This design comes from an exercise in tuning for small area, a short achievable clock period and few clock cycles on the open sky130 flow, not from production work. The RTL was checked by simulation tests, not by an equivalence proof against the original design. No activity file was given, so power comes from the tool's default toggle rates.

$ cat design/flow/design.v
module skid2 #(parameter W = 8) (
  input              clk,
  input              rst_n,
  input              in_vld,
  input  [W-1:0]     in_data,
  output             in_rdy,
  output             out_vld,
  output [W-1:0]     out_data,
  input              out_take
);
  reg [W-1:0] d0, d1;
  reg         wp, rp, rdy_r;
  reg [1:0]   cnt;
  wire        enq = in_vld & rdy_r;
  wire [1:0]  cnt_n = cnt + {1'b0, enq} - {1'b0, out_take};
  assign in_rdy   = rdy_r;
  assign out_vld  = (cnt != 2'd0);
  assign out_data = rp ? d1 : d0;
  always @(posedge clk) begin
    if (enq & ~wp) d0 <= in_data;
    if (enq &  wp) d1 <= in_data;
    if (!rst_n) begin
      wp    <= 1'b0;
      rp    <= 1'b0;
      cnt   <= 2'd0;
      rdy_r <= 1'b1;
    end else begin
      if (enq)      wp <= ~wp;
      if (out_take) rp <= ~rp;
      cnt   <= cnt_n;
      rdy_r <= ~cnt_n[1];
    end
  end
endmodule
module benc8 (input [7:0] w, output [11:0] e);
  wire [8:0] wx = {w, 1'b0};
  genvar k;
  generate
    for (k = 0; k < 4; k = k + 1) begin : dg
      wire b0 = wx[2*k];
      wire b1 = wx[2*k+1];
      wire b2 = wx[2*k+2];
      assign e[3*k]   = b0 ^ b1;
      assign e[3*k+1] = (b2 & ~b1 & ~b0) | (~b2 & b1 & b0);
      assign e[3*k+2] = b2 & ~(b1 & b0);
    end
  endgenerate
endmodule
module dot4 (
  input  [11:0] e0, e1, e2, e3,    
  input  [7:0]  w0, w1, w2, w3,
  output [20:0] s,
  output [20:0] c
);
  wire [9:0] w1_0 = {{2{w0[7]}}, w0};
  wire [9:0] w2_0 = {w0[7], w0, 1'b0};
  wire [9:0] r0_0 = (({10{e0[0]}} & w1_0) | ({10{e0[1]}} & w2_0)) ^ {10{e0[2]}};
  wire [9:0] r0_1 = (({10{e0[3]}} & w1_0) | ({10{e0[4]}} & w2_0)) ^ {10{e0[5]}};
  wire [9:0] r0_2 = (({10{e0[6]}} & w1_0) | ({10{e0[7]}} & w2_0)) ^ {10{e0[8]}};
  wire [9:0] r0_3 = (({10{e0[9]}} & w1_0) | ({10{e0[10]}} & w2_0)) ^ {10{e0[11]}};
  wire [9:0] w1_1 = {{2{w1[7]}}, w1};
  wire [9:0] w2_1 = {w1[7], w1, 1'b0};
  wire [9:0] r1_0 = (({10{e1[0]}} & w1_1) | ({10{e1[1]}} & w2_1)) ^ {10{e1[2]}};
  wire [9:0] r1_1 = (({10{e1[3]}} & w1_1) | ({10{e1[4]}} & w2_1)) ^ {10{e1[5]}};
  wire [9:0] r1_2 = (({10{e1[6]}} & w1_1) | ({10{e1[7]}} & w2_1)) ^ {10{e1[8]}};
  wire [9:0] r1_3 = (({10{e1[9]}} & w1_1) | ({10{e1[10]}} & w2_1)) ^ {10{e1[11]}};
  wire [9:0] w1_2 = {{2{w2[7]}}, w2};
  wire [9:0] w2_2 = {w2[7], w2, 1'b0};
  wire [9:0] r2_0 = (({10{e2[0]}} & w1_2) | ({10{e2[1]}} & w2_2)) ^ {10{e2[2]}};
  wire [9:0] r2_1 = (({10{e2[3]}} & w1_2) | ({10{e2[4]}} & w2_2)) ^ {10{e2[5]}};
  wire [9:0] r2_2 = (({10{e2[6]}} & w1_2) | ({10{e2[7]}} & w2_2)) ^ {10{e2[8]}};
  wire [9:0] r2_3 = (({10{e2[9]}} & w1_2) | ({10{e2[10]}} & w2_2)) ^ {10{e2[11]}};
  wire [9:0] w1_3 = {{2{w3[7]}}, w3};
  wire [9:0] w2_3 = {w3[7], w3, 1'b0};
  wire [9:0] r3_0 = (({10{e3[0]}} & w1_3) | ({10{e3[1]}} & w2_3)) ^ {10{e3[2]}};
  wire [9:0] r3_1 = (({10{e3[3]}} & w1_3) | ({10{e3[4]}} & w2_3)) ^ {10{e3[5]}};
  wire [9:0] r3_2 = (({10{e3[6]}} & w1_3) | ({10{e3[7]}} & w2_3)) ^ {10{e3[8]}};
  wire [9:0] r3_3 = (({10{e3[9]}} & w1_3) | ({10{e3[10]}} & w2_3)) ^ {10{e3[11]}};
  wire t1 = r0_0[6] ^ r0_1[4];
  wire t2 = r0_0[6] & r0_1[4];
  wire t3 = r0_0[4] ^ r0_1[2] ^ r0_2[0];
  wire t4 = (r0_0[4] & r0_1[2]) | (r0_0[4] & r0_2[0]) | (r0_1[2] & r0_2[0]);
  wire t5 = e0[8] ^ r1_0[4];
  wire t6 = e0[8] & r1_0[4];
  wire t7 = r0_0[5] ^ r0_1[3];
  wire t8 = r0_0[5] & r0_1[3];
  wire t9 = t1 ^ r0_2[2] ^ r0_3[0];
  wire t10 = (t1 & r0_2[2]) | (t1 & r0_3[0]) | (r0_2[2] & r0_3[0]);
  wire t11 = e0[11] ^ r1_0[6] ^ r1_1[4];
  wire t12 = (e0[11] & r1_0[6]) | (e0[11] & r1_1[4]) | (r1_0[6] & r1_1[4]);
  wire t13 = r1_2[2] ^ r1_3[0] ^ e1[11];
  wire t14 = (r1_2[2] & r1_3[0]) | (r1_2[2] & e1[11]) | (r1_3[0] & e1[11]);
  wire t15 = r2_0[6] ^ r2_1[4];
  wire t16 = r2_0[6] & r2_1[4];
  wire t17 = t2 ^ r0_0[7] ^ r0_1[5];
  wire t18 = (t2 & r0_0[7]) | (t2 & r0_1[5]) | (r0_0[7] & r0_1[5]);
  wire t19 = r0_2[3] ^ r0_3[1] ^ r1_0[7];
  wire t20 = (r0_2[3] & r0_3[1]) | (r0_2[3] & r1_0[7]) | (r0_3[1] & r1_0[7]);
  wire t21 = r1_1[5] ^ r1_2[3] ^ r1_3[1];
  wire t22 = (r1_1[5] & r1_2[3]) | (r1_1[5] & r1_3[1]) | (r1_2[3] & r1_3[1]);
  wire t23 = r2_0[7] ^ r2_1[5] ^ r2_2[3];
  wire t24 = (r2_0[7] & r2_1[5]) | (r2_0[7] & r2_2[3]) | (r2_1[5] & r2_2[3]);
  wire t25 = r0_0[8] ^ r0_1[6] ^ r0_2[4];
  wire t26 = (r0_0[8] & r0_1[6]) | (r0_0[8] & r0_2[4]) | (r0_1[6] & r0_2[4]);
  wire t27 = r0_3[2] ^ r1_0[8] ^ r1_1[6];
  wire t28 = (r0_3[2] & r1_0[8]) | (r0_3[2] & r1_1[6]) | (r1_0[8] & r1_1[6]);
  wire t29 = r1_2[4] ^ r1_3[2] ^ r2_0[8];
  wire t30 = (r1_2[4] & r1_3[2]) | (r1_2[4] & r2_0[8]) | (r1_3[2] & r2_0[8]);
  wire t31 = r2_1[6] ^ r2_2[4];
  wire t32 = r2_1[6] & r2_2[4];
  wire t33 = ~r0_0[9] ^ r0_1[7] ^ r0_2[5];
  wire t34 = (~r0_0[9] & r0_1[7]) | (~r0_0[9] & r0_2[5]) | (r0_1[7] & r0_2[5]);
  wire t35 = r0_3[3] ^ ~r1_0[9] ^ r1_1[7];
  wire t36 = (r0_3[3] & ~r1_0[9]) | (r0_3[3] & r1_1[7]) | (~r1_0[9] & r1_1[7]);
  wire t37 = r1_2[5] ^ r1_3[3] ^ ~r2_0[9];
  wire t38 = (r1_2[5] & r1_3[3]) | (r1_2[5] & ~r2_0[9]) | (r1_3[3] & ~r2_0[9]);
  wire t39 = r2_1[7] ^ r2_2[5];
  wire t40 = r2_1[7] & r2_2[5];
  wire t41 = r0_1[8] ^ r0_2[6] ^ r0_3[4];
  wire t42 = (r0_1[8] & r0_2[6]) | (r0_1[8] & r0_3[4]) | (r0_2[6] & r0_3[4]);
  wire t43 = r1_1[8] ^ r1_2[6];
  wire t44 = r1_1[8] & r1_2[6];
  wire t45 = ~r0_1[9] ^ r0_2[7] ^ r0_3[5];
  wire t46 = (~r0_1[9] & r0_2[7]) | (~r0_1[9] & r0_3[5]) | (r0_2[7] & r0_3[5]);
  wire t47 = r0_0[2] ^ r0_1[0] ^ e0[5];
  wire t48 = (r0_0[2] & r0_1[0]) | (r0_0[2] & e0[5]) | (r0_1[0] & e0[5]);
  wire t49 = r1_0[2] ^ r1_1[0];
  wire t50 = r1_0[2] & r1_1[0];
  wire t51 = r0_0[3] ^ r0_1[1];
  wire t52 = r0_0[3] & r0_1[1];
  wire t53 = t3 ^ t5 ^ r1_1[2];
  wire t54 = (t3 & t5) | (t3 & r1_1[2]) | (t5 & r1_1[2]);
  wire t55 = r1_2[0] ^ e1[8] ^ r2_0[4];
  wire t56 = (r1_2[0] & e1[8]) | (r1_2[0] & r2_0[4]) | (e1[8] & r2_0[4]);
  wire t57 = r2_1[2] ^ r2_2[0];
  wire t58 = r2_1[2] & r2_2[0];
  wire t59 = t4 ^ t6 ^ t7;
  wire t60 = (t4 & t6) | (t4 & t7) | (t6 & t7);
  wire t61 = r0_2[1] ^ r1_0[5] ^ r1_1[3];
  wire t62 = (r0_2[1] & r1_0[5]) | (r0_2[1] & r1_1[3]) | (r1_0[5] & r1_1[3]);
  wire t63 = r1_2[1] ^ r2_0[5] ^ r2_1[3];
  wire t64 = (r1_2[1] & r2_0[5]) | (r1_2[1] & r2_1[3]) | (r2_0[5] & r2_1[3]);
  wire t65 = r2_2[1] ^ r3_0[5];
  wire t66 = r2_2[1] & r3_0[5];
  wire t67 = t8 ^ t9 ^ t11;
  wire t68 = (t8 & t9) | (t8 & t11) | (t9 & t11);
  wire t69 = t13 ^ t15 ^ r2_2[2];
  wire t70 = (t13 & t15) | (t13 & r2_2[2]) | (t15 & r2_2[2]);
  wire t71 = r2_3[0] ^ e2[11] ^ r3_0[6];
  wire t72 = (r2_3[0] & e2[11]) | (r2_3[0] & r3_0[6]) | (e2[11] & r3_0[6]);
  wire t73 = r3_1[4] ^ r3_2[2] ^ r3_3[0];
  wire t74 = (r3_1[4] & r3_2[2]) | (r3_1[4] & r3_3[0]) | (r3_2[2] & r3_3[0]);
  wire t75 = t10 ^ t12 ^ t14;
  wire t76 = (t10 & t12) | (t10 & t14) | (t12 & t14);
  wire t77 = t16 ^ t17 ^ t19;
  wire t78 = (t16 & t17) | (t16 & t19) | (t17 & t19);
  wire t79 = t21 ^ t23 ^ r2_3[1];
  wire t80 = (t21 & t23) | (t21 & r2_3[1]) | (t23 & r2_3[1]);
  wire t81 = r3_0[7] ^ r3_1[5] ^ r3_2[3];
  wire t82 = (r3_0[7] & r3_1[5]) | (r3_0[7] & r3_2[3]) | (r3_1[5] & r3_2[3]);
  wire t83 = t18 ^ t20 ^ t22;
  wire t84 = (t18 & t20) | (t18 & t22) | (t20 & t22);
  wire t85 = t24 ^ t25 ^ t27;
  wire t86 = (t24 & t25) | (t24 & t27) | (t25 & t27);
  wire t87 = t29 ^ t31 ^ r2_3[2];
  wire t88 = (t29 & t31) | (t29 & r2_3[2]) | (t31 & r2_3[2]);
  wire t89 = r3_0[8] ^ r3_1[6] ^ r3_2[4];
  wire t90 = (r3_0[8] & r3_1[6]) | (r3_0[8] & r3_2[4]) | (r3_1[6] & r3_2[4]);
  wire t91 = t26 ^ t28 ^ t30;
  wire t92 = (t26 & t28) | (t26 & t30) | (t28 & t30);
  wire t93 = t32 ^ t33 ^ t35;
  wire t94 = (t32 & t33) | (t32 & t35) | (t33 & t35);
  wire t95 = t37 ^ t39 ^ r2_3[3];
  wire t96 = (t37 & t39) | (t37 & r2_3[3]) | (t39 & r2_3[3]);
  wire t97 = ~r3_0[9] ^ r3_1[7] ^ r3_2[5];
  wire t98 = (~r3_0[9] & r3_1[7]) | (~r3_0[9] & r3_2[5]) | (r3_1[7] & r3_2[5]);
  wire t99 = t34 ^ t36 ^ t38;
  wire t100 = (t34 & t36) | (t34 & t38) | (t36 & t38);
  wire t101 = t40 ^ t41 ^ t43;
  wire t102 = (t40 & t41) | (t40 & t43) | (t41 & t43);
  wire t103 = r1_3[4] ^ r2_1[8] ^ r2_2[6];
  wire t104 = (r1_3[4] & r2_1[8]) | (r1_3[4] & r2_2[6]) | (r2_1[8] & r2_2[6]);
  wire t105 = r2_3[4] ^ r3_1[8] ^ r3_2[6];
  wire t106 = (r2_3[4] & r3_1[8]) | (r2_3[4] & r3_2[6]) | (r3_1[8] & r3_2[6]);
  wire t107 = t42 ^ t44 ^ t45;
  wire t108 = (t42 & t44) | (t42 & t45) | (t44 & t45);
  wire t109 = ~r1_1[9] ^ r1_2[7] ^ r1_3[5];
  wire t110 = (~r1_1[9] & r1_2[7]) | (~r1_1[9] & r1_3[5]) | (r1_2[7] & r1_3[5]);
  wire t111 = ~r2_1[9] ^ r2_2[7] ^ r2_3[5];
  wire t112 = (~r2_1[9] & r2_2[7]) | (~r2_1[9] & r2_3[5]) | (r2_2[7] & r2_3[5]);
  wire t113 = ~r3_1[9] ^ r3_2[7] ^ r3_3[5];
  wire t114 = (~r3_1[9] & r3_2[7]) | (~r3_1[9] & r3_3[5]) | (r3_2[7] & r3_3[5]);
  wire t115 = t46 ^ r0_2[8] ^ r0_3[6];
  wire t116 = (t46 & r0_2[8]) | (t46 & r0_3[6]) | (r0_2[8] & r0_3[6]);
  wire t117 = r1_2[8] ^ r1_3[6] ^ r2_2[8];
  wire t118 = (r1_2[8] & r1_3[6]) | (r1_2[8] & r2_2[8]) | (r1_3[6] & r2_2[8]);
  wire t119 = r2_3[6] ^ r3_2[8];
  wire t120 = r2_3[6] & r3_2[8];
  wire t121 = ~r0_2[9] ^ r0_3[7] ^ ~r1_2[9];
  wire t122 = (~r0_2[9] & r0_3[7]) | (~r0_2[9] & ~r1_2[9]) | (r0_3[7] & ~r1_2[9]);
  wire t123 = r0_0[0] ^ e0[2] ^ r1_0[0];
  wire t124 = (r0_0[0] & e0[2]) | (r0_0[0] & r1_0[0]) | (e0[2] & r1_0[0]);
  wire t125 = t47 ^ t49 ^ e1[5];
  wire t126 = (t47 & t49) | (t47 & e1[5]) | (t49 & e1[5]);
  wire t127 = r2_0[2] ^ r2_1[0];
  wire t128 = r2_0[2] & r2_1[0];
  wire t129 = t48 ^ t50 ^ t51;
  wire t130 = (t48 & t50) | (t48 & t51) | (t50 & t51);
  wire t131 = r1_0[3] ^ r1_1[1] ^ r2_0[3];
  wire t132 = (r1_0[3] & r1_1[1]) | (r1_0[3] & r2_0[3]) | (r1_1[1] & r2_0[3]);
  wire t133 = r2_1[1] ^ r3_0[3];
  wire t134 = r2_1[1] & r3_0[3];
  wire t135 = t52 ^ t53 ^ t55;
  wire t136 = (t52 & t53) | (t52 & t55) | (t53 & t55);
  wire t137 = t57 ^ e2[8] ^ r3_0[4];
  wire t138 = (t57 & e2[8]) | (t57 & r3_0[4]) | (e2[8] & r3_0[4]);
  wire t139 = r3_1[2] ^ r3_2[0] ^ e3[8];
  wire t140 = (r3_1[2] & r3_2[0]) | (r3_1[2] & e3[8]) | (r3_2[0] & e3[8]);
  wire t141 = t54 ^ t56 ^ t58;
  wire t142 = (t54 & t56) | (t54 & t58) | (t56 & t58);
  wire t143 = t59 ^ t61 ^ t63;
  wire t144 = (t59 & t61) | (t59 & t63) | (t61 & t63);
  wire t145 = t65 ^ r3_1[3] ^ r3_2[1];
  wire t146 = (t65 & r3_1[3]) | (t65 & r3_2[1]) | (r3_1[3] & r3_2[1]);
  wire t147 = t60 ^ t62 ^ t64;
  wire t148 = (t60 & t62) | (t60 & t64) | (t62 & t64);
  wire t149 = t66 ^ t67 ^ t69;
  wire t150 = (t66 & t67) | (t66 & t69) | (t67 & t69);
  wire t151 = t71 ^ t73 ^ e3[11];
  wire t152 = (t71 & t73) | (t71 & e3[11]) | (t73 & e3[11]);
  wire t153 = t68 ^ t70 ^ t72;
  wire t154 = (t68 & t70) | (t68 & t72) | (t70 & t72);
  wire t155 = t74 ^ t75 ^ t77;
  wire t156 = (t74 & t75) | (t74 & t77) | (t75 & t77);
  wire t157 = t79 ^ t81 ^ r3_3[1];
  wire t158 = (t79 & t81) | (t79 & r3_3[1]) | (t81 & r3_3[1]);
  wire t159 = t76 ^ t78 ^ t80;
  wire t160 = (t76 & t78) | (t76 & t80) | (t78 & t80);
  wire t161 = t82 ^ t83 ^ t85;
  wire t162 = (t82 & t83) | (t82 & t85) | (t83 & t85);
  wire t163 = t87 ^ t89 ^ r3_3[2];
  wire t164 = (t87 & t89) | (t87 & r3_3[2]) | (t89 & r3_3[2]);
  wire t165 = t84 ^ t86 ^ t88;
  wire t166 = (t84 & t86) | (t84 & t88) | (t86 & t88);
  wire t167 = t90 ^ t91 ^ t93;
  wire t168 = (t90 & t91) | (t90 & t93) | (t91 & t93);
  wire t169 = t95 ^ t97 ^ r3_3[3];
  wire t170 = (t95 & t97) | (t95 & r3_3[3]) | (t97 & r3_3[3]);
  wire t171 = t92 ^ t94 ^ t96;
  wire t172 = (t92 & t94) | (t92 & t96) | (t94 & t96);
  wire t173 = t98 ^ t99 ^ t101;
  wire t174 = (t98 & t99) | (t98 & t101) | (t99 & t101);
  wire t175 = t103 ^ t105 ^ r3_3[4];
  wire t176 = (t103 & t105) | (t103 & r3_3[4]) | (t105 & r3_3[4]);
  wire t177 = t100 ^ t102 ^ t104;
  wire t178 = (t100 & t102) | (t100 & t104) | (t102 & t104);
  wire t179 = t106 ^ t107 ^ t109;
  wire t180 = (t106 & t107) | (t106 & t109) | (t107 & t109);
  wire t181 = t111 ^ t113 ^ 1'b1;
  wire t182 = (t111 & t113) | (t111 & 1'b1) | (t113 & 1'b1);
  wire t183 = t108 ^ t110 ^ t112;
  wire t184 = (t108 & t110) | (t108 & t112) | (t110 & t112);
  wire t185 = t114 ^ t115 ^ t117;
  wire t186 = (t114 & t115) | (t114 & t117) | (t115 & t117);
  wire t187 = t119 ^ r3_3[6] ^ 1'b1;
  wire t188 = (t119 & r3_3[6]) | (t119 & 1'b1) | (r3_3[6] & 1'b1);
  wire t189 = t116 ^ t118 ^ t120;
  wire t190 = (t116 & t118) | (t116 & t120) | (t118 & t120);
  wire t191 = t121 ^ r1_3[7] ^ ~r2_2[9];
  wire t192 = (t121 & r1_3[7]) | (t121 & ~r2_2[9]) | (r1_3[7] & ~r2_2[9]);
  wire t193 = r2_3[7] ^ ~r3_2[9] ^ r3_3[7];
  wire t194 = (r2_3[7] & ~r3_2[9]) | (r2_3[7] & r3_3[7]) | (~r3_2[9] & r3_3[7]);
  wire t195 = t122 ^ r0_3[8] ^ r1_3[8];
  wire t196 = (t122 & r0_3[8]) | (t122 & r1_3[8]) | (r0_3[8] & r1_3[8]);
  wire t197 = r2_3[8] ^ r3_3[8];
  wire t198 = r2_3[8] & r3_3[8];
  wire t199 = t123 ^ e1[2] ^ r2_0[0];
  wire t200 = (t123 & e1[2]) | (t123 & r2_0[0]) | (e1[2] & r2_0[0]);
  wire t201 = t124 ^ r0_0[1] ^ r1_0[1];
  wire t202 = (t124 & r0_0[1]) | (t124 & r1_0[1]) | (r0_0[1] & r1_0[1]);
  wire t203 = t125 ^ t127 ^ e2[5];
  wire t204 = (t125 & t127) | (t125 & e2[5]) | (t127 & e2[5]);
  wire t205 = r3_0[2] ^ r3_1[0];
  wire t206 = r3_0[2] & r3_1[0];
  wire t207 = t126 ^ t128 ^ t129;
  wire t208 = (t126 & t128) | (t126 & t129) | (t128 & t129);
  wire t209 = t131 ^ t133 ^ r3_1[1];
  wire t210 = (t131 & t133) | (t131 & r3_1[1]) | (t133 & r3_1[1]);
  wire t211 = t130 ^ t132 ^ t134;
  wire t212 = (t130 & t132) | (t130 & t134) | (t132 & t134);
  wire t213 = t135 ^ t137 ^ t139;
  wire t214 = (t135 & t137) | (t135 & t139) | (t137 & t139);
  wire t215 = t136 ^ t138 ^ t140;
  wire t216 = (t136 & t138) | (t136 & t140) | (t138 & t140);
  wire t217 = t141 ^ t143 ^ t145;
  wire t218 = (t141 & t143) | (t141 & t145) | (t143 & t145);
  wire t219 = t142 ^ t144 ^ t146;
  wire t220 = (t142 & t144) | (t142 & t146) | (t144 & t146);
  wire t221 = t147 ^ t149 ^ t151;
  wire t222 = (t147 & t149) | (t147 & t151) | (t149 & t151);
  wire t223 = t148 ^ t150 ^ t152;
  wire t224 = (t148 & t150) | (t148 & t152) | (t150 & t152);
  wire t225 = t153 ^ t155 ^ t157;
  wire t226 = (t153 & t155) | (t153 & t157) | (t155 & t157);
  wire t227 = t154 ^ t156 ^ t158;
  wire t228 = (t154 & t156) | (t154 & t158) | (t156 & t158);
  wire t229 = t159 ^ t161 ^ t163;
  wire t230 = (t159 & t161) | (t159 & t163) | (t161 & t163);
  wire t231 = t160 ^ t162 ^ t164;
  wire t232 = (t160 & t162) | (t160 & t164) | (t162 & t164);
  wire t233 = t165 ^ t167 ^ t169;
  wire t234 = (t165 & t167) | (t165 & t169) | (t167 & t169);
  wire t235 = t166 ^ t168 ^ t170;
  wire t236 = (t166 & t168) | (t166 & t170) | (t168 & t170);
  wire t237 = t171 ^ t173 ^ t175;
  wire t238 = (t171 & t173) | (t171 & t175) | (t173 & t175);
  wire t239 = t172 ^ t174 ^ t176;
  wire t240 = (t172 & t174) | (t172 & t176) | (t174 & t176);
  wire t241 = t177 ^ t179 ^ t181;
  wire t242 = (t177 & t179) | (t177 & t181) | (t179 & t181);
  wire t243 = t178 ^ t180 ^ t182;
  wire t244 = (t178 & t180) | (t178 & t182) | (t180 & t182);
  wire t245 = t183 ^ t185 ^ t187;
  wire t246 = (t183 & t185) | (t183 & t187) | (t185 & t187);
  wire t247 = t184 ^ t186 ^ t188;
  wire t248 = (t184 & t186) | (t184 & t188) | (t186 & t188);
  wire t249 = t189 ^ t191 ^ t193;
  wire t250 = (t189 & t191) | (t189 & t193) | (t191 & t193);
  wire t251 = t190 ^ t192 ^ t194;
  wire t252 = (t190 & t192) | (t190 & t194) | (t192 & t194);
  wire t253 = t195 ^ t197 ^ 1'b1;
  wire t254 = (t195 & t197) | (t195 & 1'b1) | (t197 & 1'b1);
  wire t255 = t196 ^ t198 ^ ~r0_3[9];
  wire t256 = (t196 & t198) | (t196 & ~r0_3[9]) | (t198 & ~r0_3[9]);
  wire t257 = ~r1_3[9] ^ ~r2_3[9] ^ ~r3_3[9];
  wire t258 = (~r1_3[9] & ~r2_3[9]) | (~r1_3[9] & ~r3_3[9]) | (~r2_3[9] & ~r3_3[9]);
  wire t259 = t199 ^ e2[2];
  wire t260 = t199 & e2[2];
  wire t261 = t200 ^ t201 ^ r2_0[1];
  wire t262 = (t200 & t201) | (t200 & r2_0[1]) | (t201 & r2_0[1]);
  wire t263 = t202 ^ t203 ^ t205;
  wire t264 = (t202 & t203) | (t202 & t205) | (t203 & t205);
  wire t265 = t204 ^ t206 ^ t207;
  wire t266 = (t204 & t206) | (t204 & t207) | (t206 & t207);
  wire t267 = t208 ^ t210 ^ t211;
  wire t268 = (t208 & t210) | (t208 & t211) | (t210 & t211);
  wire t269 = t212 ^ t214 ^ t215;
  wire t270 = (t212 & t214) | (t212 & t215) | (t214 & t215);
  wire t271 = t216 ^ t218 ^ t219;
  wire t272 = (t216 & t218) | (t216 & t219) | (t218 & t219);
  wire t273 = t220 ^ t222 ^ t223;
  wire t274 = (t220 & t222) | (t220 & t223) | (t222 & t223);
  wire t275 = t224 ^ t226 ^ t227;
  wire t276 = (t224 & t226) | (t224 & t227) | (t226 & t227);
  wire t277 = t228 ^ t230 ^ t231;
  wire t278 = (t228 & t230) | (t228 & t231) | (t230 & t231);
  wire t279 = t232 ^ t234 ^ t235;
  wire t280 = (t232 & t234) | (t232 & t235) | (t234 & t235);
  wire t281 = t236 ^ t238 ^ t239;
  wire t282 = (t236 & t238) | (t236 & t239) | (t238 & t239);
  wire t283 = t240 ^ t242 ^ t243;
  wire t284 = (t240 & t242) | (t240 & t243) | (t242 & t243);
  wire t285 = t244 ^ t246 ^ t247;
  wire t286 = (t244 & t246) | (t244 & t247) | (t246 & t247);
  wire t287 = t248 ^ t250 ^ t251;
  wire t288 = (t248 & t250) | (t248 & t251) | (t250 & t251);
  wire t289 = t252 ^ t254 ^ t255;
  wire t290 = (t252 & t254) | (t252 & t255) | (t254 & t255);
  wire t291 = t256 ^ t258;
  wire t292 = t256 & t258;
  wire t293 = t259 ^ r3_0[0];
  wire t294 = t259 & r3_0[0];
  wire t295 = t260 ^ t261 ^ r3_0[1];
  wire t296 = (t260 & t261) | (t260 & r3_0[1]) | (t261 & r3_0[1]);
  wire t297 = t262 ^ t263 ^ e3[5];
  wire t298 = (t262 & t263) | (t262 & e3[5]) | (t263 & e3[5]);
  wire t299 = t264 ^ t265 ^ t209;
  wire t300 = (t264 & t265) | (t264 & t209) | (t265 & t209);
  wire t301 = t266 ^ t267 ^ t213;
  wire t302 = (t266 & t267) | (t266 & t213) | (t267 & t213);
  wire t303 = t268 ^ t269 ^ t217;
  wire t304 = (t268 & t269) | (t268 & t217) | (t269 & t217);
  wire t305 = t270 ^ t271 ^ t221;
  wire t306 = (t270 & t271) | (t270 & t221) | (t271 & t221);
  wire t307 = t272 ^ t273 ^ t225;
  wire t308 = (t272 & t273) | (t272 & t225) | (t273 & t225);
  wire t309 = t274 ^ t275 ^ t229;
  wire t310 = (t274 & t275) | (t274 & t229) | (t275 & t229);
  wire t311 = t276 ^ t277 ^ t233;
  wire t312 = (t276 & t277) | (t276 & t233) | (t277 & t233);
  wire t313 = t278 ^ t279 ^ t237;
  wire t314 = (t278 & t279) | (t278 & t237) | (t279 & t237);
  wire t315 = t280 ^ t281 ^ t241;
  wire t316 = (t280 & t281) | (t280 & t241) | (t281 & t241);
  wire t317 = t282 ^ t283 ^ t245;
  wire t318 = (t282 & t283) | (t282 & t245) | (t283 & t245);
  wire t319 = t284 ^ t285 ^ t249;
  wire t320 = (t284 & t285) | (t284 & t249) | (t285 & t249);
  wire t321 = t286 ^ t287 ^ t253;
  wire t322 = (t286 & t287) | (t286 & t253) | (t287 & t253);
  wire t323 = t288 ^ t289 ^ t257;
  wire t324 = (t288 & t289) | (t288 & t257) | (t289 & t257);
  wire t325 = t290 ^ t291 ^ 1'b1;
  wire t326 = (t290 & t291) | (t290 & 1'b1) | (t291 & 1'b1);
  assign s = {1'b1, 1'b1, 1'b1, t326, t324, t322, t320, t318, t316, t314, t312, t310, t308, t306, t304, t302, t300, t298, t296, t294, t293};
  assign c = {1'b0, 1'b0, 1'b0, t292, t325, t323, t321, t319, t317, t315, t313, t311, t309, t307, t305, t303, t301, t299, t297, t295, e3[2]};
endmodule
module conv #(parameter AW = 5, parameter DB = 11) (
  input         clk,
  input         rst_n,
  input  [7:0]  ifmap_data,
  output        ifmap_rdy,
  input         ifmap_vld,
  input  [7:0]  weight_data,
  output        weight_rdy,
  input         weight_vld,
  output [31:0] ofmap_data,
  input         ofmap_rdy,
  output        ofmap_vld,
  input  [15:0] config_data,
  output        config_rdy,
  input         config_vld
);
  integer i;
  genvar g, h;
  reg        cfg_rdy_r;
  reg        st_r;       
  wire       cfg_fire = config_vld & cfg_rdy_r;
  wire [5:0] cfg_a    = config_data[13:8];
  wire [7:0] cfg_d    = config_data[7:0];
  reg [4:0]  c_zm1;      
  reg [3:0]  c_pm1;      
  reg [3:0]  c_oxm1;     
  reg [1:0]  c_fxm1;     
  reg [1:0]  c_fym1;     
  reg [1:0]  c_s;        
  reg [4:0]  c_ix;       
  reg [4:0]  c_iy;       
  reg [1:0]  c_ic1m1;    
  reg [7:0]  c_oc1m1;    
  assign config_rdy = cfg_rdy_r;
  always @(posedge clk) begin
    if (!rst_n) begin
      cfg_rdy_r <= 1'b1;
      st_r      <= 1'b0;
    end else begin
      st_r  <= cfg_fire && (cfg_a == 6'd34);
      if (cfg_fire && cfg_a == 6'd34) cfg_rdy_r <= 1'b0;
    end
    if (cfg_fire) begin
      case (cfg_a)
        6'd2:  c_zm1   <= cfg_d[4:0];
        6'd4:  c_pm1   <= cfg_d[3:0];
        6'd6:  c_oxm1  <= cfg_d[3:0] - 4'd1;
        6'd10: c_fxm1  <= cfg_d[1:0] - 2'd1;
        6'd12: c_fym1  <= cfg_d[1:0] - 2'd1;
        6'd14: c_s     <= cfg_d[1:0];
        6'd16: c_ix    <= cfg_d[4:0];
        6'd18: c_iy    <= cfg_d[4:0];
        6'd20: c_ic1m1 <= cfg_d[1:0] - 2'd1;
        6'd22: c_oc1m1 <= cfg_d - 8'd1;
        default: ;
      endcase
    end
  end
  reg [4:0] d_rowstep;   
  reg [4:0] d_stepfy;    
  reg [4:0] d_stepic;    
  reg [5:0] d_z;         
  reg       d_ox1, d_fx1, d_fy1, d_ic11, d_oc11;
  reg [7:0] d_ins;       
  wire [4:0] dx   = c_ix - {1'b0, c_oxm1};
  wire [4:0] dyf  = c_iy - {3'b0, c_fym1};
  wire [4:0] ixdy = c_ix * dyf;
  always @(posedge clk) begin
    d_rowstep <= (c_s == 2'd2) ? {dx[3:0], 1'b0} :
                 (c_s == 2'd3) ? dx + {dx[3:0], 1'b0} : dx;
    d_stepfy  <= c_ix - {3'b0, c_fxm1};
    d_stepic  <= ixdy - {3'b0, c_fxm1};
    d_z       <= {1'b0, c_zm1} + 6'd1;
    d_ox1     <= (c_oxm1 == 4'd0);
    d_fx1     <= (c_fxm1 == 2'd0);
    d_fy1     <= (c_fym1 == 2'd0);
    d_ic11    <= (c_ic1m1 == 2'd0);
    d_oc11    <= (c_oc1m1 == 8'd0);
    for (i = 0; i < 8; i = i + 1) d_ins[i] <= (c_pm1[2:0] == i);
  end
  wire       w_v, i_v;
  wire [7:0] w_d, i_d;
  wire       w_take, i_take;
  skid2 #(.W(8)) wsk (
    .clk(clk), .rst_n(rst_n),
    .in_vld(weight_vld), .in_data(weight_data), .in_rdy(weight_rdy),
    .out_vld(w_v), .out_data(w_d), .out_take(w_take)
  );
  skid2 #(.W(8)) isk (
    .clk(clk), .rst_n(rst_n),
    .in_vld(ifmap_vld), .in_data(ifmap_data), .in_rdy(ifmap_rdy),
    .out_vld(i_v), .out_data(i_d), .out_take(i_take)
  );
  reg [3:0] s;           
  reg       s0;          
  reg       pend;        
  reg       rl;          
  reg [3:0] ox;          
  reg       oxl;         
  reg [1:0] fx, fy;
  reg [1:0] ic1;
  reg [7:0] oc1;
  reg       fxl, fyl, icl, ocl;   
  reg       fb;          
  reg [4:0] rel;         
  reg [AW-1:0] rd;       
  reg [4:0] bo;          
  reg [AW-1:0] bb;       
  reg [AW-1:0] rtb;      
  reg       rpar;        
  wire       lb    = fxl & fyl & icl;    
  wire [4:0] bstep = !fxl ? 5'd1 : !fyl ? d_stepfy : d_stepic;
  wire [4:0] bo_nx = bo + bstep;
  reg [7:0] ib [0:(4<<AW)-1];
  reg [AW+1:0] wa;       
  reg [5:0] wwd;         
  reg       wpar;        
  reg       tfull;       
  reg       wlast;       
  reg [6:0] ovl;         
  reg [6:0] fr;          
  reg [5:0] cw;          
  reg       cpar;        
  reg              wv;   
  reg [AW+1:0]     wadr;
  reg [7:0]        wdat;
  wire      ahead = wpar ^ rpar;
  wire      wr_ok = ~tfull & (~ahead | (ovl < fr));
  wire [4:0] fpt  = lb ? (rl ? rel : 5'd31) : ((rl && rel < bo_nx) ? rel : bo_nx);
  assign i_take = i_v & wr_ok;
  always @(posedge clk) begin
    fr   <= (ocl ? {2'b00, fpt} : 7'd0) + (7'd1 << AW);
    wadr <= wa;
    wdat <= i_d;
    if (wv) ib[wadr] <= wdat;
    if (!rst_n) begin
      wa    <= 0;
      wwd   <= 6'd0;
      wpar  <= 1'b0;
      tfull <= 1'b0;
      wlast <= 1'b0;
      ovl   <= 7'd0;
      cw    <= 6'd0;
      cpar  <= 1'b0;
      wv    <= 1'b0;
    end else begin
      cw   <= wwd;
      cpar <= wpar;
      wv   <= i_take;
      if (st_r) begin
        wlast <= (d_z == 6'd1);
        ovl   <= {1'b0, d_z};
      end
      if (i_take) begin
        wa <= wa + 1'b1;
        if (wa[1:0] == 2'd3) begin
          if (wlast && !ahead) begin
            wwd   <= 6'd0;
            wpar  <= ~wpar;
            wlast <= (d_z == 6'd1);
            ovl   <= {1'b0, d_z};
          end else begin
            wwd   <= wwd + 6'd1;
            tfull <= wlast;
            wlast <= (wwd + 6'd2 == d_z);
            ovl   <= ovl + 7'd1;
          end
        end
      end else if (tfull && !ahead) begin
        wwd   <= 6'd0;
        wpar  <= ~wpar;
        tfull <= 1'b0;
        wlast <= (d_z == 6'd1);
        ovl   <= {1'b0, d_z};
      end
    end
  end
  reg [7:0] ws [0:15];
  reg [7:0] wst [0:15];
  reg [4:0] wcnt;
  wire      ws_full = wcnt[4];
  wire      take;
  assign w_take = w_v & (~ws_full | take);
  always @(posedge clk) begin
    if (w_take) begin
      ws[15] <= w_d;
      for (i = 0; i < 15; i = i + 1) ws[i] <= ws[i+1];
    end
    if (take)
      for (i = 0; i < 16; i = i + 1) wst[i] <= ws[i];
    if (!rst_n) wcnt <= 5'd0;
    else        wcnt <= take ? {4'd0, w_take} : wcnt + {4'd0, w_take};
  end
  reg [3:0] wp;          
  reg [1:0] dq;          
  reg [4:0] nal;         
  reg [4:0] nav;         
  wire      pdone;       
  wire avail = (cpar ^ rpar) | ({1'b0, rel} < cw);
  wire dok   = (nal != DB);
  reg  [3:0] hph;       
  wire issue = (s == hph + 4'd2) & (~s0 | ws_full) & (~rl | (avail & (~lb | dok)));
  assign take = issue & s0;
  wire [4:0]    pstep = oxl ? d_rowstep : {3'd0, c_s};
  wire [AW-1:0] rtb_n = rtb + d_z;
  always @(posedge clk) begin
    if (!rst_n) begin
      s <= 4'd0; s0 <= 1'b1; pend <= 1'b0; rl <= 1'b1; ox <= 4'd0; oxl <= 1'b0;
      fx <= 2'd0; fy <= 2'd0; ic1 <= 2'd0; oc1 <= 8'd0;
      fxl <= 1'b0; fyl <= 1'b0; icl <= 1'b0; ocl <= 1'b0; fb <= 1'b1;
      rel <= 5'd0; bo <= 5'd0; bb <= 0; rtb <= 0;
      rpar <= 1'b0;
    end else if (st_r) begin
      oxl <= d_ox1;
      fxl <= d_fx1;
      fyl <= d_fy1;
      icl <= d_ic11;
      ocl <= d_oc11;
    end else if (issue) begin
      if (pend) begin
        s    <= 4'd0;
        s0   <= 1'b1;
        pend <= 1'b0;
        rl   <= 1'b1;
        ox   <= 4'd0;
        oxl  <= d_ox1;
        if (lb) begin
          fx <= 2'd0; fy <= 2'd0; ic1 <= 2'd0;
          fxl <= d_fx1; fyl <= d_fy1; icl <= d_ic11;
          fb <= 1'b1;
          bo <= 5'd0; rel <= 5'd0;
          if (ocl) begin
            oc1 <= 8'd0; ocl <= d_oc11;
            rtb <= rtb_n; rpar <= ~rpar; bb <= rtb_n;
          end else begin
            oc1 <= oc1 + 8'd1; ocl <= (oc1 + 8'd1 == c_oc1m1);
            bb <= rtb;
          end
        end else begin
          fb <= 1'b0;
          if (!fxl) begin
            fx <= fx + 2'd1; fxl <= (fx + 2'd1 == c_fxm1);
          end else begin
            fx <= 2'd0; fxl <= d_fx1;
            if (!fyl) begin
              fy <= fy + 2'd1; fyl <= (fy + 2'd1 == c_fym1);
            end else begin
              fy <= 2'd0; fyl <= d_fy1;
              ic1 <= ic1 + 2'd1; icl <= (ic1 + 2'd1 == c_ic1m1);
            end
          end
          bo  <= bo_nx;
          rel <= bo_nx;
          bb  <= bb + bstep;
        end
      end else begin
        s    <= s + 4'd1;
        s0   <= 1'b0;
        pend <= (s == 4'd14);
        rl   <= rl & (s != c_pm1);
        if (rl) begin
          ox   <= oxl ? 4'd0 : ox + 4'd1;
          oxl  <= oxl ? d_ox1 : (ox + 4'd1 == c_oxm1);
          rel  <= rel + pstep;
        end
      end
    end
  end
  always @(posedge clk) begin
    if (!rst_n) hph <= 4'd0;
    else        hph <= hph + 4'd1;
  end
  reg  [31:0]   rd_oh;       
  wire [AW-1:0] rd_nx = !issue ? rd :
                        !pend  ? (rl ? rd + pstep : rd) :
                        lb     ? (ocl ? rtb_n : rtb) : bb + bstep;
  always @(posedge clk) begin
    if (!rst_n) begin
      rd    <= 0;
      rd_oh <= 32'd1;
    end else if (!st_r) begin
      rd    <= rd_nx;
      for (i = 0; i < 32; i = i + 1) rd_oh[i] <= (rd_nx == i);
    end
  end
  reg        t1_v, t1_first, t1_final, t1_real;
  reg [47:0] x_r;           
  reg        t2_v, t2_final, t2_real;
  reg [20:0] cs_s [0:3];    
  reg [20:0] cs_c [0:3];
  wire [31:0] x_t [0:32];
  assign x_t[0] = 32'd0;
  generate
    for (g = 0; g < 32; g = g + 1) begin : rdw
      assign x_t[g+1] = x_t[g] | ({32{rd_oh[g]}} & {ib[4*g+3], ib[4*g+2], ib[4*g+1], ib[4*g]});
    end
  endgenerate
  wire [31:0] x_w = x_t[32];
  wire [47:0] x_e;
  generate
    for (g = 0; g < 4; g = g + 1) begin : xe
      benc8 enc (.w(x_w[g*8 +: 8]), .e(x_e[g*12 +: 12]));
    end
  endgenerate
  always @(posedge clk) begin
    t1_first <= fb;
    t1_final <= lb;
    t1_real  <= rl;
    x_r      <= issue ? x_e : 48'd0;    
    t2_final <= t1_final;
    t2_real  <= t1_real;
    if (!rst_n) begin
      t1_v <= 1'b0;
      t2_v <= 1'b0;
    end else begin
      t1_v <= issue;
      t2_v <= t1_v;
    end
  end
  generate
    for (h = 0; h < 4; h = h + 1) begin : mo
      wire [20:0] sv, cv;
      dot4 dp (
        .e0(x_r[0*12 +: 12]), .e1(x_r[1*12 +: 12]), .e2(x_r[2*12 +: 12]), .e3(x_r[3*12 +: 12]),
        .w0(wst[0*4+h]), .w1(wst[1*4+h]), .w2(wst[2*4+h]), .w3(wst[3*4+h]),
        .s(sv), .c(cv)
      );
      always @(posedge clk) begin
        cs_s[h] <= sv;
        cs_c[h] <= cv;
      end
    end
  endgenerate
  reg  [83:0] ch [0:15];
  wire [83:0] acc_n;
  generate
    for (g = 0; g < 4; g = g + 1) begin : acc
      assign acc_n[g*21 +: 21] = ch[0][g*21 +: 21] + cs_s[g] + cs_c[g];
    end
  endgenerate
  always @(posedge clk) begin
    for (i = 1; i < 15; i = i + 1) ch[i] <= ch[i+1];
    ch[15] <= acc_n;
    ch[0]  <= (t1_v & t1_first) ? 84'd0 : ch[1];
  end
  reg [83:0] db [0:DB-1];
  reg        navnz;      
  reg        dwr;        
  reg [20:0] oq [0:1];   
  reg [1:0]  qn;         
  reg        qw, qh;     
  reg [20:0] o_p;        
  reg        o_s, o_t;   
  reg        ov;         
  wire       alloc = issue & lb & rl;
  reg  [4*DB-1:0] rsel;   
  wire [20:0] dv_t [0:4*DB];
  assign dv_t[0] = 21'd0;
  generate
    for (g = 0; g < 4*DB; g = g + 1) begin : rdd
      assign dv_t[g+1] = dv_t[g] | ({21{rsel[g]}} & db[g/4][(g%4)*21 +: 21]);
    end
  endgenerate
  wire [20:0] dval = dv_t[4*DB];
  wire       push  = navnz & ~qn[1];
  wire       pop   = ov & ofmap_rdy;
  assign pdone = push & (dq == 2'd3);
  wire [4:0] nal_a = nal + {4'd0, alloc};
  wire [4:0] nav_a = nav + {4'd0, dwr};
  wire [4:0] nal_d = nal_a - 5'd1;
  wire [4:0] nav_d = nav_a - 5'd1;
  wire [20:0] hd_pop  = qn[1] ? oq[~qh] : dval;           
  wire [20:0] hd_stay = (qn != 2'd0) ? oq[qh] : dval;     
  wire [1:0] qn_a = qn + {1'b0, push};
  always @(posedge clk) begin
    if (dwr) db[wp] <= ch[15];
    if (push) oq[qw] <= dval;
    o_p <= pop ? hd_pop : hd_stay;
    o_s <= pop ? hd_pop[20] : (ov ? o_p[20] : dval[20]);
    o_t <= pop ? hd_pop[20] : (ov ? o_s : dval[20]);
    if (!rst_n) begin
      dwr   <= 1'b0;
      wp    <= 4'd0;
      rsel  <= 1;
      dq    <= 2'd0;
      nal   <= 5'd0;
      nav   <= 5'd0;
      navnz <= 1'b0;
      qn    <= 2'd0;
      qw    <= 1'b0;
      qh    <= 1'b0;
      ov    <= 1'b0;
    end else begin
      dwr <= t2_v & t2_final & t2_real;
      if (dwr) wp <= (wp == DB - 1) ? 4'd0 : wp + 4'd1;
      if (push) begin
        rsel <= {rsel[4*DB-2:0], rsel[4*DB-1]};
        dq <= dq + 2'd1;
        qw <= ~qw;
      end
      nal   <= pdone ? nal_d : nal_a;
      nav   <= pdone ? nav_d : nav_a;
      navnz <= pdone ? (nav_d != 5'd0) : (nav_a != 5'd0);
      if (pop) qh <= ~qh;
      qn <= pop ? qn_a - 2'd1 : qn_a;
      ov <= pop ? (qn_a != 2'd1) : (qn_a != 2'd0);
    end
  end
  assign ofmap_vld  = ov;
  assign ofmap_data = {{6{o_t}}, {5{o_s}}, o_p};
endmodule
$ cat design/flow/flow/run.sh
#!/bin/bash
# Layout flow: the standard synthesis and ORFS layout, with the post-placement
# timing repair (repair_timing) asked to leave a larger setup margin, so that it
# keeps optimising paths well below the 16 ns clock. The SDC and the clock period
# are the design's own; only the optimisation target of the repair changes.
set -euo pipefail
MARGIN=${MARGIN:-11.5}
# 1. Standard synthesis, unchanged.
bash standard.sh synth > synth.log 2>&1
# 2. Floorplan to final layout with the same ORFS make command, plus the margin.
MAKECMD=$(grep '^make ' standard.sh | sed 's/"\${@:-finish}"//')
eval "$MAKECMD SETUP_SLACK_MARGIN=$MARGIN SKIP_GATE_CLONING=1 finish" > layout.log 2>&1
# 3. Write out/final.def (targets are up to date, so make does nothing here).
bash standard.sh finish > def.log 2>&1
$ cat design/flow/standard.sh
#!/bin/bash
# synth_recipe.tcl (not shown) runs the flow's synth.tcl, then flattens the netlist and writes it again
# the make line also repeats each setting of config.mk as NAME=value (left out here)
make -C /OpenROAD-flow-scripts/flow DESIGN_CONFIG=/design/flow/config.mk WORK_HOME=/design/flow/orfs CLKGATE_MAP_FILE= SYNTH_SCRIPT=/design/flow/synth_recipe.tcl "${@:-finish}"
$ cat design/flow/config.mk
export PLATFORM = sky130hd
export DESIGN_NAME = conv
export DESIGN_NICKNAME = conv
export VERILOG_FILES = /design/flow/design.v
export SDC_FILE = /design/flow/constraint.sdc
export NUM_CORES = 8
export LEC_CHECK = 0
export CAP_MARGIN = 20
export CORE_MARGIN = 2
export CORE_UTILIZATION = 65
export CTS_CLUSTER_DIAMETER = 70
export CTS_CLUSTER_SIZE = 16
export PLACE_DENSITY = 0.8
export SLEW_MARGIN = 20
$ cat design/flow/constraint.sdc
create_clock -name core_clock -period 16.0 [get_ports {clk}]
set_input_delay 3.2000 -clock core_clock [delete_from_list [all_inputs] [get_ports {clk}]]
set_output_delay 3.2000 -clock core_clock [all_outputs]
set_load 0.01 [all_outputs]
==> impl_metrics.py, run 1 <==
metrics = {
    "worst_hold_path": {
        "hold_path.class": "flop to flop",
        "min_path_cells": 0,
    },
    "logic_synthesis": {
        "ys_top_cells_by_area": "edfxtp_1 44%, dfxtp_1 23%, fa_1 8.0%",
        "yosys.area.top_type_share_pct": 44.4,
        "synth_nets": 11600,
        "yosysSeqAreaShare_pct": 67.6,
        "postSynthCellCount": 10700,
        "syn_area_mm2": 0.157,
        "avgSynthCellArea_um2": 14.6,
        "synth_edf_count": 2317,
        "synthDistinctLibCells": 85,
        "async_reset_ff_share_pct": 0,
        "synth_warnings": 12,
        "synth_top_area_cell": "edfxtp_1",
        "synth-seq-cells": 4135,
        "ys.flop_type": "edfxtp_1",
    },
    "cts": {
        "cts_sinks": 4135,
        "cts_root_buf": "clkbuf_16",
        "cts_tree": "built",
        "cts_made_buffers": 314,
        "clock_latency_ps": 1010,
        "clk_path_buf_depth": 4,
        "htreeDepth": 5,
        "path_clk_slew_ps": 70,
    },
    "worst_setup_path": {
        "startpoint": "o_s",
        "start_kind": "flop",
        "worstReg2RegEnd": "cs_c[1][5]",
        "slowest_delay_ps": 370,
        "cp.depth": 1,
        "crit_path_max_fanout": 6,
        "end_kind": "primary output",
        "reg2reg_depth": 14,
        "crit_path_top_delay_cell": "dfxtp_4",
        "crit_chain": "buf_2",
        "critical_path.endpoint": "ofmap_data[23]",
        "crit_required_ps": 12800,
        "r2r-start": "x_r[3]",
        "worstSetupPathType": "flop to primary output",
        "crit_buf_inv": 1,
        "crit_family": "flip-flops",
        "worstPathArrival_ps": 1470,
        "r2r_setup_slack_ps": 11460,
    },
    "final_layout": {
        "area_delta_synth_final_pct": 9.36,
        "stdcell_count": 14100,
        "nNetsFinal": 11700,
        "fin_util_pct": 71.4,
        "drive_gt1_share_pct": 8.62,
    },
    "die": {
        "start_util_pct": 65.2,
        "coreArea_mm2": 0.240,
        "die_w_um": 495,
        "rows": 180,
        "io_pins": 74,
        "dieArea_mm2": 0.245,
        "die_h_um": 495,
    },
    "sta": {
        "period_share_pct": 29.2,
        "finalSetupViolations": 0,
        "fin_crit_ps": 4670,
        "fin_skew_ps": 83.0,
        "timing.final.hold_violations": 0,
        "worstMarginPinSlew_ps": 1250,
        "maxSlewViolCount": 0,
        "rsz0062_at_grt": "true",
        "slew_headroom_pct": 16.2,
        "fmax_mhz": 214,
        "finalSetupTns_ps": 0,
    },
    "drt": {
        "drtIter0Drc": 14900,
        "drc": 0,
        "post_drt_via_cell_ratio": 6.71,
        "wl_per_cell_um": 31.5,
        "vias": 94900,
        "routed_wl_um": 445000,
        "antenna_left": 0,
        "dr.pass1.iters": 9,
    },
    "global_routing": {
        "grt_overflow": 0,
        "antenna_found_initial": 13,
        "grt_pass1_wl_um": 638000,
        "grt_pass1_vias": 96600,
        "grt_max_degree": 128,
        "grt_util_all_layers_pct": 35.9,
    },
    "status": {
        "status": "no timing/DRC/antenna violations",
    },
    "placed_design": {
        "dp_hpwl_um": 261000,
        "io_buffers": 71,
        "place_inst": 13500,
        "gp_congestion": 0.951,
    },
    "power": {
        "p_per_area_mw_per_mm2": 116,
        "p_leak_nw": 59.1,
        "peakVddDrop_uv": 189,
    },
    "flow_run": {
        "drv_cap": 0,
    },
}
-- final cells by class --
cell class | count | area, um2
clock buffer | 480 | 8570
sequential | 4135 | 106000
tap | 3185 | 3990
fill | 14500 | 68800
antenna | 11 | 27.5
multi-input combinational | 5158 | 45900
timing repair buffer | 362 | 3440
clock inverter | 17 | 256
inverter | 800 | 3020
-- how the worst min path moves through the flow --
stage | from | endpoint | slack (ps)
floorplan | ch[11][0] | ch[10][0] | 310
global placement | ch[14][58] | ch[13][58] | 310
detailed placement | ch[4][5] | ch[3][5] | 310
CTS | ch[7][28] | ch[6][28] | 260
global route | ch[7][28] | ch[6][28] | 260
finish | ch[7][28] | ch[6][28] | 260
-- cell usage after synthesis (5+ instances only) --
cell      instances
fa_1            627
o211ai_1         10
nor3_1           55
xor2_1          243
and3_1           14
a221oi_1        168
a31oi_1           7
a22oi_1        1092
o21a_1           13
clkbuf_1        437
o22ai_1           5
o221a_2           5
xnor2_1         529
nand4_1         147
a21o_1           40
a22o_1          169
mux2i_1          51
buf_4            13
mux2_2           32
and2_1          128
or2_2             5
nand2_1         321
edfxtp_1       2317
ha_1            259
a211oi_1         46
a32o_1           16
o21ai_0         139
nor2_1          343
nor3b_1          17
inv_1           793
dfxtp_1        1818
a311oi_1          8
or4_1            36
or3b_1            5
nand3_1         173
nand2b_1         25
nor4_1           35
a221o_1          21
or3_1            18
o21bai_1          6
clkbuf_2         66
buf_1            82
nor2b_1          54
a21oi_1         210
nand3b_1         21
-- repair_timing --
action,4_1_cts,5_1_grt
setup buffers,67,41
resized for setup,236,119
hold buffers,0,0
endpoints found under the setup margin,268,263
pin swaps,2,84
-- registers in the layout (all words and copies together), names as in the netlist, 21 cells and up, named ones only --
signal,cells
ch,1344
cs_c,69
cs_s,72
db,924
ib,1024
o_p,21
oq,42
rd_oh,32
rsel,44
ws,128
wst,128
x_r,48
-- cell usage in the layout, fill, tap and decap left out, types with 32 or more instances in the layout --
cell type        instances
a211oi_1                46
mux2i_1                 51
fa_1                   578
a22oi_1               1073
inv_1                  783
fa_2                    49
nor3_1                  49
mux2_2                  32
and2_1                 128
dfxtp_1               1749
nor2b_1                 54
nand4_1                147
a221oi_1               168
nor2_1                 311
or4_1                   36
buf_4                  225
a22o_1                 169
a21o_1                  40
buf_12                  40
buf_6                   35
xor2_1                 243
edfxtp_1              2317
ha_1                   256
clkdlybuf4s50_1         34
nand2_1                318
dfxtp_2                 46
clkbuf_16              317
xnor2_1                517
o21ai_0                132
a21oi_1                209
clkbuf_1               159
nand3_1                172
-- through the flow --
step	cell area, um2	hold slack, ps	worst slack (ps)	power [mW]
CTS	170000	256	11300	19.8
finish	171000	262	11330	19.8
global route	171000	258	11300	20.2
global placement	161000	310	10460	12.7
floorplan	157000	310	10130	12.4
detailed placement	161000	312	10440	12.7
-- routing by layer --
layer | track usage (%) | up-vias | wire length, um
met2 | 54.5 | 8006 | 198000
met4 | 20.6 | 10 | 32200
li1 | - | 38500 | -
met1 | 46.2 | 46500 | 147000
met3 | 11.1 | 1863 | 67000
met5 | 0.254 | - | 58
-- kinds of logic after synthesis --
kind of cell    synth area share [%]
flops                           67.6
compound gates                  9.43
simple gates                    4.50
buf+inv                         3.45
fa+ha+maj                       10.1
xor+xnor                        4.33
mux                            0.556
-- power breakdown --
group | internal (mW) | total (mW) | switching (mW)
sequential | 11.7 | 12.0 | 0.269
combinational | 0.129 | 0.544 | 0.415
clock | 3.73 | 7.29 | 3.56
Testbench counts, summed over its fixed seeds: cycles 19,816.
==> run 2: changes to the inputs <==
--- a/design/flow/design.v
+++ b/design/flow/design.v
@@ -407,3 +407,3 @@
 endmodule
-module conv #(parameter AW = 5, parameter DB = 11) (
+module conv #(parameter AW = 5, parameter DB = 10) (
   input         clk,
@@ -606,5 +606,12 @@
   wire avail = (cpar ^ rpar) | ({1'b0, rel} < cw);
-  wire dok   = (nal != DB);
   reg  [3:0] hph;       
-  wire issue = (s == hph + 4'd2) & (~s0 | ws_full) & (~rl | (avail & (~lb | dok)));
+  reg        evp;       
+  reg  [3:0] evs;       
+  wire [3:0] ps    = hph + 4'd2;           
+  wire space  = (nal != DB);
+  wire need_ev = evp & (s == evs);
+  wire direct  = rl & lb & ~evp & space;
+  wire issue = (s == ps) & (~s0 | (ws_full & ~(lb & evp))) &
+               (~rl | (avail & (~need_ev | space)));
+  wire fl_issue = ~issue & evp & (ps == evs) & space & ~(lb & ~s0);
   assign take = issue & s0;
@@ -679,2 +686,14 @@
   end
+  always @(posedge clk) begin
+    if (!rst_n) begin
+      evp <= 1'b0;
+      evs <= 4'd0;
+    end else if ((issue & need_ev) | fl_issue) begin
+      evs <= evs + 4'd1;
+      if (evs == c_pm1) evp <= 1'b0;
+    end else if (issue & rl & lb & ~direct & ~evp) begin
+      evp <= 1'b1;
+      evs <= s;
+    end
+  end
   reg  [31:0]   rd_oh;       
@@ -692,5 +711,5 @@
   end
-  reg        t1_v, t1_first, t1_final, t1_real;
+  reg        t1_v, t1_first, t1_final, t1_real, t1_dir, t1_ev;
   reg [47:0] x_r;           
-  reg        t2_v, t2_final, t2_real;
+  reg        t2_v, t2_final, t2_real, t2_dir;
   reg [20:0] cs_s [0:3];    
@@ -712,5 +731,7 @@
   always @(posedge clk) begin
-    t1_first <= fb;
-    t1_final <= lb;
-    t1_real  <= rl;
+    t1_first <= fb & issue;
+    t1_final <= lb & issue;
+    t1_real  <= rl & issue;
+    t1_dir   <= direct & issue;
+    t1_ev    <= (need_ev & issue) | fl_issue;
     x_r      <= issue ? x_e : 48'd0;    
@@ -718,2 +739,3 @@
     t2_real  <= t1_real;
+    t2_dir   <= t1_dir;
     if (!rst_n) begin
@@ -722,3 +744,3 @@
     end else begin
-      t1_v <= issue;
+      t1_v <= issue | fl_issue;
       t2_v <= t1_v;
@@ -761,3 +783,4 @@
   reg        ov;         
-  wire       alloc = issue & lb & rl;
+  wire       alloc = (issue & (direct | need_ev)) | fl_issue;
+  wire       evw   = t1_v & t1_ev;    
   reg  [4*DB-1:0] rsel;   
@@ -775,3 +798,3 @@
   wire [4:0] nal_a = nal + {4'd0, alloc};
-  wire [4:0] nav_a = nav + {4'd0, dwr};
+  wire [4:0] nav_a = nav + {4'd0, dwr | evw};
   wire [4:0] nal_d = nal_a - 5'd1;
@@ -782,3 +805,3 @@
   always @(posedge clk) begin
-    if (dwr) db[wp] <= ch[15];
+    if (dwr | evw) db[wp] <= evw ? ch[1] : ch[15];
     if (push) oq[qw] <= dval;
@@ -800,4 +823,4 @@
     end else begin
-      dwr <= t2_v & t2_final & t2_real;
-      if (dwr) wp <= (wp == DB - 1) ? 4'd0 : wp + 4'd1;
+      dwr <= t2_v & t2_final & t2_real & t2_dir;
+      if (dwr | evw) wp <= (wp == DB - 1) ? 4'd0 : wp + 4'd1;
       if (push) begin
--- a/design/flow/flow/run.sh
+++ b/design/flow/flow/run.sh
@@ -6,3 +6,3 @@
 set -euo pipefail
-MARGIN=${MARGIN:-11.5}
+MARGIN=${MARGIN:-11.3}
 # 1. Standard synthesis, unchanged.
==> impl_metrics.py, run 2 <==
metrics = {
    "flow_run": {
        "drv_cap": 0,
    },
    "global_routing": {
        "grt_util_all_layers_pct": 34.8,
        "antenna_found_initial": 17,
        "grt_max_degree": 105,
        "grt_pass1_wl_um": 618000,
        "grt_pass1_vias": 94700,
        "grt_overflow": 0,
    },
    "die": {
        "rows": 179,
        "io_pins": 74,
        "coreArea_mm2": 0.238,
        "start_util_pct": 65.3,
        "dieArea_mm2": 0.243,
        "die_h_um": 493,
        "die_w_um": 493,
    },
    "worst_setup_path": {
        "end_kind": "primary output",
        "slowest_delay_ps": 360,
        "crit_path_top_delay_cell": "dfxtp_4",
        "crit_path_max_fanout": 5,
        "worstPathArrival_ps": 1610,
        "crit_required_ps": 12800,
        "crit_buf_inv": 2,
        "crit_family": "flip-flops",
        "crit_chain": "buf_4 > buf_6",
        "start_kind": "flop",
        "worstSetupPathType": "flop to primary output",
    },
    "cts": {
        "cts_made_buffers": 312,
        "clock_latency_ps": 1020,
        "htreeDepth": 5,
        "cts_tree": "built",
        "path_clk_slew_ps": 70,
        "holdBufCountCts": 0,
        "clk_path_buf_depth": 4,
        "cts_root_buf": "clkbuf_16",
        "cts_sinks": 4055,
    },
    "logic_synthesis": {
        "synth-seq-cells": 4055,
        "ys_top_cells_by_area": "edfxtp_1 43%, dfxtp_1 24%, fa_1 8.1%",
        "ys.flop_type": "edfxtp_1",
        "avgSynthCellArea_um2": 14.5,
        "synth_top_area_cell": "edfxtp_1",
        "synth_warnings": 12,
        "synth_nets": 11600,
        "synthDistinctLibCells": 84,
        "yosys.area.top_type_share_pct": 43.2,
        "synth_edf_count": 2233,
        "async_reset_ff_share_pct": 0,
        "ys_top_cells_by_count": "2233 x edfxtp_1, 1822 x dfxtp_1, 1183 x a22oi_1, 802 x inv_1, 627 x fa_1",
        "postSynthCellCount": 10700,
        "yosysSeqAreaShare_pct": 66.7,
        "synthMostInstantiatedCell": "edfxtp_1",
        "syn_area_mm2": 0.155,
    },
    "drt": {
        "antenna_left": 0,
        "routed_wl_um": 425000,
        "vias": 92800,
        "dr.pass1.iters": 10,
        "drc": 0,
        "post_drt_via_cell_ratio": 6.62,
        "wl_per_cell_um": 30.3,
        "drtIter0Drc": 13100,
    },
    "sta": {
        "maxSlewViolCount": 0,
        "fin_skew_ps": 126,
        "fin_crit_ps": 4810,
        "period_share_pct": 30.1,
        "finalSetupTns_ps": 0,
        "finalSetupViolations": 0,
        "slew_headroom_pct": 16.3,
        "worstMarginPinSlew_ps": 1250,
        "timing.final.hold_violations": 0,
        "fmax_mhz": 208,
        "rsz0062_at_grt": "true",
        "fin_ws_ps": 11190,
    },
    "power": {
        "peakVddDrop_uv": 168,
        "p_total_mw": 19.5,
        "p_per_area_mw_per_mm2": 116,
        "p_leak_nw": 61.2,
    },
    "placed_design": {
        "gp_congestion": 0.924,
        "post_dp_cell_area_mm2": 0.159,
        "io_buffers": 71,
        "pre_cts_slack_ps": 10460,
        "dp_hpwl_um": 259000,
    },
    "final_layout": {
        "seq_area_mm2": 0.104,
        "drive_gt1_share_pct": 8.09,
        "regMostFlops": "ch",
        "area_delta_synth_final_pct": 8.53,
        "multiInputGateArea_mm2": 0.0465,
        "reg_top3": "ch x1344, ib x1024, db x840",
        "fin_util_pct": 70.9,
        "final_area_mm2": 0.168,
        "final_cell_mix": "2233 x edfxtp_1, 1751 x dfxtp_1, 1181 x a22oi_1",
        "nNetsFinal": 11600,
        "final_common_cell": "edfxtp_1",
        "fillerInstances": 14400,
        "largest_reg_flops": 1344,
    },
    "worst_hold_path": {
        "hold_path.class": "flop to flop",
    },
    "status": {
        "status": "no timing/DRC/antenna violations",
    },
}
[run 2: cell count changes in the layout (fill, tap and decap cells not counted), sizes merged, moves of 43 or more]
cell and change:
a22oi +91, buf -85, edfxtp -84, mux2 +83, a221oi -67, a22o -66, clkbuf -43
[run 2: power breakdown]
group / internal, mW / total [mW] / switching [mW]
clock network: 3.69 / 7.16 / 3.47
logic: 0.142 / 0.587 / 0.444
registers: 11.5 / 11.8 / 0.255
total: 15.3 / 19.5 / 4.17
[run 2: logic make-up after synthesis]
kind of cell	count (synthesis)	share of synthesized area, %
flip-flops	4055	66.7
AO/OA/AOI/OAI	1993	9.41
AND/OR/NAND/NOR	1420	4.56
adder cells (fa/ha/maj)	887	10.2
XOR/XNOR	777	4.39
multiplexers	173	1.21
buffers and inverters	1415	3.52
[run 2: path summary, 6_finish.rpt]
check	slack, ps	startpoint	to	depth (start not counted)
worst min register to register	250	ch[3][8]	ch[2][8]	0
worst max register to register	11330	x_r[9]	cs_c[0][11]	11
worst max-delay path	11190	o_t	ofmap_data[29]	2
worst min-delay path	250	ch[3][8]	ch[2][8]	0
[run 2: cell type report]
type / instances / share of cell area [%]
clock buffers: 434 / 4.98
flip-flops and latches: 4055 / 61.5
multi-input cells: 5250 / 27.6
diodes: 3 / 0.00446
repair buffers: 280 / 1.48
inverters: 806 / 1.81
well taps: 3167 / 2.35
clock inverters: 29 / 0.236
[run 2: repair_timing]
action,in CTS,in global routing
setup buffers,5,17
pin swaps,0,0
resized for setup,218,46
endpoints found under the setup margin,267,218
[run 2: routing by layer]
metal  up-vias  wire length, um  global-route usage (%)  part of all wire (%)
li1      38300                -                       -                     -
met5         -              133                       0                 0.031
met2      7347           191000                    53.8                    45
met4        24            31000                    20.3                   7.3
met3      1703            59100                    9.81                    14
met1     45400           144000                    44.3                    34
[run 2: stage by stage]
stage	std cells	hold WS [ps]
finish	14000	247
floorplan	10700	310
global route	14000	261
detailed placement	13500	312
CTS	14000	252
global placement	13500	310
Testbench counts of run 2, summed over its fixed seeds: cycles 19,176.

[static timing again, ports no longer ideal]
In the flow no input, the clock included, has a driving cell. The finished layouts below were timed again as built, in two steps.
Step 1 (the two cells are an assumption about what drives the block):
set clk [get_ports {clk}]
set_driving_cell -lib_cell sky130_fd_sc_hd__clkbuf_16 $clk
set_driving_cell -lib_cell sky130_fd_sc_hd__buf_2 [delete_from_list [all_inputs] $clk]
Step 2, shift: input delay + t, output delay - t, t = (earliest + latest rising clock arrival at the registers) / 2. This alone moves slack from input paths to output paths.
Slacks: no drivers / after step 1 / after step 2; pairs: no drivers / after step 1.
run	t, ns	setup WS [ns]	latest minus earliest clock arrival (ns)	pins driven straight from the clock port
run 1	1.056	11.330 / 11.231 / 10.573	0.111 / 0.111	1
run 2	1.048	11.186 / 11.093 / 10.405	0.132 / 0.131	1
After both steps every run listed still meets setup and hold. The setup slack of run 2, which loses most, moves by -0.093 ns with the drivers and by -0.781 ns with both steps.
